What follows belongs to an exercise in optimizing a design on an open flow for small area, a short achievable clock period and few clock cycles; a production flow would make more cautious choices.

the reference run:
## cordic
module cordic(i_clk, i_rst, i_en, o_vld, o_cosine, o_sine, i_theta);
For scale: about 8600 cells after synthesis, about 1400 flip-flops, roughly 76 I/O pins, ~80000 um^2 of cells after synthesis.
==> flow/config.mk <==
export PLATFORM = sky130hd
export DESIGN_NAME = cordic
export DESIGN_NICKNAME = cordic
export VERILOG_FILES = /design/flow/design.v
export SDC_FILE = /design/flow/constraint.sdc
export NUM_CORES = 4
export LEC_CHECK = 0
export CAP_MARGIN = 20
export CORE_MARGIN = 2
export CORE_UTILIZATION = 40
export CTS_BUF_LIST = sky130_fd_sc_hd__clkbuf_16
export CTS_CLUSTER_DIAMETER = 100
export CTS_CLUSTER_SIZE = 25
export SLEW_MARGIN = 20
export SYNTH_MEMORY_MAX_BITS = 16384
==> flow/constraint.sdc <==
create_clock -name core_clock -period 10.0 [get_ports {i_clk}]
set_input_delay 2.0000 -clock core_clock [delete_from_list [all_inputs] [get_ports {i_clk}]]
set_output_delay 2.0000 -clock core_clock [all_outputs]
set_load 0.01 [all_outputs]
standard.sh (not shown) runs the stock make flow with config.mk's settings and CLKGATE_MAP_FILE= SYNTH_SCRIPT=/design/flow/synth_recipe.tcl, a recipe that flattens the netlist after the stock synthesis.
==> flow/flow/run.sh <==
#!/bin/bash
# The standard layout (standard.sh), with timing repair aiming for extra setup slack.
set -euo pipefail
export SETUP_SLACK_MARGIN=6.6
bash standard.sh > standard.log 2>&1
Relative to the reference run, the following input files were edited for the trial run:
--- a/flow/design.v
+++ b/flow/design.v
@@ -526,30 +526,32 @@
     reg n29_q26;
     reg n29_q27;
     wire signed [18:0] xs29;
     wire signed [18:0] ys29;
     wire [18:0] x30_b;
     wire [18:0] x30_s;
     wire signed [18:0] x30;
     wire [18:0] y30_b;
     wire [18:0] y30_s;
     wire signed [18:0] y30;
     reg signed [18:0] x30_q28;
-    wire signed [20:0] tx;
-    reg signed [20:0] tx_q29;
-    reg signed [18:0] x30_q29;
+    wire signed [20:0] ax;
+    wire signed [27:0] bx;
+    reg signed [20:0] ax_q29;
+    reg signed [27:0] bx_q29;
     wire signed [32:0] qx;
     reg signed [18:0] y30_q28;
-    wire signed [20:0] ty;
-    reg signed [20:0] ty_q29;
-    reg signed [18:0] y30_q29;
+    wire signed [20:0] ay;
+    wire signed [27:0] by;
+    reg signed [20:0] ay_q29;
+    reg signed [27:0] by_q29;
     wire signed [32:0] qy;
     reg signed [32:0] qx_q30;
     reg signed [32:0] qy_q30;
     assign th = i_theta;
     assign phi0 = th[18:0];
     assign sat0 = ~((&th[23:18]) | ~(|th[23:18]));
     assign sgn0 = th[23];
     assign n0 = sat0_q1 ? sgn0_q1 : phi0_q1[18];
     assign ltp0 = phi0_q1 < 19'sd51471;
     assign ltn0 = phi0_q1 < -19'sd51471;
     assign n1 = sat0_q1 ? sgn0_q1 : (phi0_q1[18] ? ltn0 : ltp0);
@@ -3927,26 +3929,28 @@
 wire y30_G32 = y30_G24 | (y30_P24 & y30_G23);
 wire y30_G33 = y30_G25 | (y30_P25 & y30_G23);
 wire y30_G34 = y30_G26 | (y30_P26 & y30_G23);
 wire y30_G35 = y30_G27 | (y30_P27 & y30_G23);
 wire y30_G36 = y30_g0[15] | (y30_p0[15] & y30_G35);
 wire y30_G37 = y30_G8 | (y30_P8 & y30_G35);
 wire y30_G38 = y30_G18 | (y30_P18 & y30_G35);
 wire y30_G39 = y30_G19 | (y30_P19 & y30_G35);
 wire [18:0] y30_c = {y30_G38,y30_G37,y30_G36,y30_G35,y30_G34,y30_G33,y30_G32,y30_G31,y30_G30,y30_G29,y30_G28,y30_G23,y30_G22,y30_G21,y30_G20,y30_G11,y30_G10,y30_G0,n29_q27};
 assign y30_s = y30_p0 ^ y30_c;
     assign y30 = y30_s;
-    assign tx = {{2{x30_q28[18]}}, x30_q28} + {x30_q28[18], x30_q28, 1'b0};
-    assign qx = ({{12{tx_q29[20]}}, tx_q29} <<< 12) + ({{12{tx_q29[20]}}, tx_q29} <<< 4) + {{12{tx_q29[20]}}, tx_q29} - ({{14{x30_q29[18]}}, x30_q29} <<< 8);
-    assign ty = {{2{y30_q28[18]}}, y30_q28} + {y30_q28[18], y30_q28, 1'b0};
-    assign qy = ({{12{ty_q29[20]}}, ty_q29} <<< 12) + ({{12{ty_q29[20]}}, ty_q29} <<< 4) + {{12{ty_q29[20]}}, ty_q29} - ({{14{y30_q29[18]}}, y30_q29} <<< 8);
+    assign ax = {{2{x30_q28[18]}}, x30_q28} + {x30_q28[18], x30_q28, 1'b0};
+    assign bx = (({{14{x30_q28[18]}}, x30_q28} <<< 5) + ({{14{x30_q28[18]}}, x30_q28} <<< 4) - ({{14{x30_q28[18]}}, x30_q28} <<< 8));
+    assign qx = ({{12{ax_q29[20]}}, ax_q29} <<< 12) + {{12{ax_q29[20]}}, ax_q29} + {{5{bx_q29[27]}}, bx_q29};
+    assign ay = {{2{y30_q28[18]}}, y30_q28} + {y30_q28[18], y30_q28, 1'b0};
+    assign by = (({{14{y30_q28[18]}}, y30_q28} <<< 5) + ({{14{y30_q28[18]}}, y30_q28} <<< 4) - ({{14{y30_q28[18]}}, y30_q28} <<< 8));
+    assign qy = ({{12{ay_q29[20]}}, ay_q29} <<< 12) + {{12{ay_q29[20]}}, ay_q29} + {{5{by_q29[27]}}, by_q29};
     always @(posedge i_clk) begin
         phi0_q1 <= phi0;
         sat0_q1 <= sat0;
         sgn0_q1 <= sgn0;
         phi1_q2 <= phi1;
         sat1_q2 <= sat1;
         sgn1_q2 <= sgn1;
         phi2_q3 <= phi2;
         sat2_q3 <= sat2;
         sgn2_q3 <= sgn2;
         phi3_q4 <= phi3;
@@ -4129,22 +4133,22 @@
         x29_q27 <= x29;
         y29_q27 <= y29;
         n29_q20 <= n29;
         n29_q21 <= n29_q20;
         n29_q22 <= n29_q21;
         n29_q23 <= n29_q22;
         n29_q24 <= n29_q23;
         n29_q25 <= n29_q24;
         n29_q26 <= n29_q25;
         n29_q27 <= n29_q26;
         x30_q28 <= x30;
-        tx_q29 <= tx;
-        x30_q29 <= x30_q28;
+        ax_q29 <= ax;
+        bx_q29 <= bx;
         y30_q28 <= y30;
-        ty_q29 <= ty;
-        y30_q29 <= y30_q28;
+        ay_q29 <= ay;
+        by_q29 <= by;
         qx_q30 <= qx;
         qy_q30 <= qy;
     end
     assign o_cosine = {{7{qx_q30[32]}}, qx_q30[31:15]};
     assign o_sine   = {{7{qy_q30[32]}}, qy_q30[31:15]};
 endmodule
Findings:
- Between the trial run and the reference run, the difference in initial core utilization is negligible.
- Delta (the trial run minus the reference run): count of clock-buffer cells in the layout went down by 2, data arrival time at the worst-slack endpoint went down by 2.86 ns, filler-free cell count of the finished design went up by 86, area growth from synthesis to layout went down by 2.0 points, overall die height went up by 1.1%.
- The reference run has a higher fraction of area in non-clock buffers than the trial run.
- On the trial run: last weighted congestion value of the routability-driven placer is about 0.55% higher than what the reference run gave.
- Delta (the trial run minus the reference run): required time of the critical path moved down; global-route usage +0.53 points.
- A origin of the worst setup path of qy_q30[32]$_DFF_P_ is what the trial run shows, while tx_q29[4]$_DFF_P_ belongs to the reference run.
- Between the reference run and the trial run, the flow reports number of tapcells increasing slightly.
- Critical path depth sits lower in the trial run than in the reference run.
No functional check of the RTL was part of any run of this note.

==> re-timing with driven ports <==
No port has a modelled driver above. Below, the same layouts with a new extraction and two added sets of constraints. Step 1, drivers: a clkbuf_16 drives i_clk and a buf_2 each remaining input, both assumed. Step 2 times the ports against the registers' clock, not the clock port: input delays grow and output delays shrink by t, the midpoint of the rising clock arrivals with the driver on. Slacks: ideal / step 1 / step 2; pairs: ideal / step 1.
run | t, ns | setup WS [ns] | worst register clock-pin slew, ns | worst slew at a driven data input, ns
the reference run | 0.800 | 6.422 / 6.422 / 6.422 | 0.11 / 0.11 | 0.06
the trial run | 0.793 | 6.668 / 6.582 / 6.573 | 0.10 / 0.10 | 0.04
After both steps setup and hold are still met in every run listed. The setup slack of the trial run, which loses most, moves by -0.086 ns with the drivers and by -0.095 ns with both steps.
